This design comes from an exercise in tuning for small area on the open sky130 flow, not from production work. In this exercise RTL edits were held to simulation tests only and were not proved equivalent to the original. No driver is modelled on the clock port, so clocking that relies on it looks cheaper here than on a real chip. Power and IR drop assume default switching activity.

== main ==
==> module tm_counter, before the edit <==
module tm_counter (
    input  logic clk,
    input  logic clr,
    input  logic tick,
    input  logic mode_sw,
    input  logic inc_sw,
    input  logic start,
    input  logic stop,
    input  logic inc_min,
    input  logic inc_sec,
    output logic [5:0] sec,
    output logic [5:0] min,
    output logic blink
);
  localparam logic [7:0] MS_TT = 8'd93;
  logic       run, set_t, ps, pm;
  logic [9:0] ms;
  logic ms_fb, ms0, sec0, min0, sec60, min_ge60, up, t_ev, es, em;
  logic sdn, sup, min_dec, min_inc, min_59;
  assign ms_fb    = ms[9] ^ MS_TT[{ms[6], ms[4], ms[1]}];
  assign ms0      = ms == 10'd0;
  assign sec0     = sec == 6'd0;
  assign min0     = min == 6'd0;
  assign sec60    = sec[5] & sec[4] & sec[3] & sec[2];    
  assign min_ge60 = min[5] & min[4] & min[3] & min[2];
  assign up   = inc_sw & ~run;                       
  assign t_ev = tick & ~mode_sw & run;
  assign es   = ~tick & inc_sec & ~ps;
  assign em   = ~tick & inc_min & ~pm & ~(inc_sec & ~ps);
  assign sdn  = (t_ev & ms0) | (es & ~up);           
  assign sup  = es & up;                             
  assign min_dec = (sdn & sec0 & ~min0) | (em & ~up & ~min0);
  assign min_inc = (sup & sec60) | (em & up & ~min_ge60);
  assign min_59  = em & ~up & min0;
  logic sec_en, min_en;
  logic [5:0] sec_t, min_t, sec_c, min_c;
  assign sec_en = (sdn & ~sec0) | (sup & ~sec60);
  assign min_en = min_dec | min_inc;
  assign sec_c = sec ^ {6{~up}};
  assign min_c = min ^ {6{~up}};
  assign sec_t = {sec_en & (&sec_c[4:0]), sec_en & (&sec_c[3:0]), sec_en & (&sec_c[2:0]),
                  sec_en & (&sec_c[1:0]), sec_en & sec_c[0], sec_en};
  assign min_t = {min_en & (&min_c[4:0]), min_en & (&min_c[3:0]), min_en & (&min_c[2:0]),
                  min_en & (&min_c[1:0]), min_en & min_c[0], min_en};
  always_ff @(posedge clk) begin
    if (clr) begin
      run <= 1'b0;
      set_t <= 1'b0;
      ms <= 10'd0;
      sec <= 6'd0;
      min <= 6'd0;
      ps <= 1'b0;
      pm <= 1'b0;
    end else begin
      if (start) begin
        if (set_t) run <= 1'b1;
      end else if (stop) run <= 1'b0;
      else if (inc_min || inc_sec) set_t <= 1'b1;
      if (t_ev & ~(ms0 & sec0 & min0)) ms <= {ms[8:0], ms_fb};
      if (sdn & sec0 & ~min0) sec <= 6'd59;
      else if (sup & sec60) sec <= 6'd0;
      else sec <= sec ^ sec_t;
      if (min_59) min <= 6'd59;
      else min <= min ^ min_t;
      if (!tick) begin
        ps <= inc_sec;
        pm <= inc_min;
      end
    end
  end
  always_ff @(posedge clk) blink <= min0 & sec0 & set_t;
endmodule
export LEC_CHECK = 0
export CAP_MARGIN = 20
export CORE_MARGIN = 2
export CORE_UTILIZATION = 65
export SLEW_MARGIN = 20
export CTS_ARGS = -sink_clustering_enable -repair_clock_nets -dont_use_dummy_load -buf_list sky130_fd_sc_hd__clkbuf_4
export BUFFER_PORTS_ARGS = -buffer_cell sky130_fd_sc_hd__buf_1
export POST_CTS_TCL = /design/flow/flow/fix_clk.tcl
export FIX_CLK_SLEW_PS = 105
export PRE_RESIZE_TCL = /design/flow/flow/downsize.tcl
create_clock -name core_clock -period 10.0 [get_ports {clk}]
standard.sh (not shown) runs the stock make flow with config.mk's settings and CLKGATE_MAP_FILE= SYNTH_SCRIPT=/design/flow/synth_recipe.tcl, a recipe that flattens the netlist after the stock synthesis.
==> flow/flow/run.sh <==
#!/bin/bash
# Own flow: the standard layout (standard.sh), with these changes:
#  - clock tree synthesis uses clkbuf_4 and adds no dummy loads; after it,
#    flow/fix_clk.tcl upsizes the clock buffers whose flip-flop clock pins
#    would see a slow slew (POST_CTS_TCL hook);
#  - before the placement resizer, flow/downsize.tcl sets combinational
#    cells to their smallest drive strength (PRE_RESIZE_TCL hook);
#  - port buffers are buf_1.
# The make run's full output goes to standard_flow.log; each ORFS step keeps
# its own log under orfs/logs.
set -euo pipefail
here=$(pwd)
cat >> config.mk <<EOC
export CTS_ARGS = -sink_clustering_enable -repair_clock_nets -dont_use_dummy_load -buf_list sky130_fd_sc_hd__clkbuf_4
export BUFFER_PORTS_ARGS = -buffer_cell sky130_fd_sc_hd__buf_1
export POST_CTS_TCL = $here/flow/fix_clk.tcl
export FIX_CLK_SLEW_PS = 105
export PRE_RESIZE_TCL = $here/flow/downsize.tcl
EOC
bash standard.sh > standard_flow.log 2>&1
Other scripts of this flow, unchanged in this note and not shown: flow/flow/downsize.tcl, flow/flow/fix_clk.tcl
Relative to main, the following input files were edited for the feature branch:
-- flow/design.v --
<<< main, line 217
  assign min_59  = em & ~up & min0;
  logic sec_en, min_en;
  logic [5:0] sec_t, min_t, sec_c, min_c;
  assign sec_en = (sdn & ~sec0) | (sup & ~sec60);
  assign min_en = min_dec | min_inc;
  assign sec_c = sec ^ {6{~up}};
  assign min_c = min ^ {6{~up}};
  assign sec_t = {sec_en & (&sec_c[4:0]), sec_en & (&sec_c[3:0]), sec_en & (&sec_c[2:0]),
                  sec_en & (&sec_c[1:0]), sec_en & sec_c[0], sec_en};
  assign min_t = {min_en & (&min_c[4:0]), min_en & (&min_c[3:0]), min_en & (&min_c[2:0]),
                  min_en & (&min_c[1:0]), min_en & min_c[0], min_en};
  always_ff @(posedge clk) begin
    if (clr) begin
>>> the feature branch, line 217
  assign min_59  = em & ~up & min0;
  logic sec_en, min_en;
  logic [5:0] sec_t, min_t;
  assign sec_en = (sdn & ~sec0) | (sup & ~sec60);
  assign min_en = min_dec | min_inc;
  always_comb begin
    sec_t[0] = sec_en;
    min_t[0] = min_en;
    for (int i = 1; i < 6; i++) begin
      sec_t[i] = sec_en & (up ? (&(sec | ~((6'd1 << i) - 6'd1))) : ~|(sec & ((6'd1 << i) - 6'd1)));
      min_t[i] = min_en & (up ? (&(min | ~((6'd1 << i) - 6'd1))) : ~|(min & ((6'd1 << i) - 6'd1)));
    end
  end
  always_ff @(posedge clk) begin
    if (clr) begin
<<< main, line 252
    end
  end
  always_ff @(posedge clk) blink <= min0 & sec0 & set_t;
endmodule
module top (
>>> the feature branch, line 254
    end
  end
  always_ff @(posedge clk) begin
    if (min0 && sec0) blink <= set_t;
    else if (clr | start | stop | inc_min | inc_sec) blink <= 1'b0;
  end
endmodule
module top (
==> summary.txt <==
In the flow results for main and the feature branch, the slew at the pin closest to its max-slew limit is larger on the feature branch.
main and the feature branch ended up with roughly the same leakage power figure.
The maximum clock frequency in the feature branch sits 0.017 GHz below the value recorded for main.
Going from main to the feature branch, area growth from synthesis to final layout decreased 0.39 points; number of standard cells after synthesis decreased 21.
In terms of synthesized area, main and the feature branch differ only marginally.
The data arrival time of the worst path reported for the feature branch is greater than that of main by 300 ps.
For width of the chip, the feature branch and main come out practically identical.

[what the ideal ports hide]
The results above use ideal ports. As a check the final layouts listed here were re-extracted and re-timed, cells and wires unchanged. Step 1 sets driving cells, clkbuf_16 on the clock port and buf_2 on the other inputs (assumed; they add their load-dependent delay and slew). Step 2, shift: input delay + t, output delay - t, t = (earliest + latest rising clock arrival at the registers) / 2. This alone moves slack from input paths to output paths. a / b / c = ideal / step 1 / step 2; a / b = the first two.
run	shift t [ns]	slack for setup (ns)	worst setup path after step 2
main	0.556	6.127 / 6.122 / 5.565	input to register
the feature branch	0.534	5.845 / 5.845 / 5.553	input to register
After both steps setup and hold are still met in every run listed. For main, which loses most, drivers alone change the setup slack by -0.005 ns; drivers and shift together by -0.562 ns.
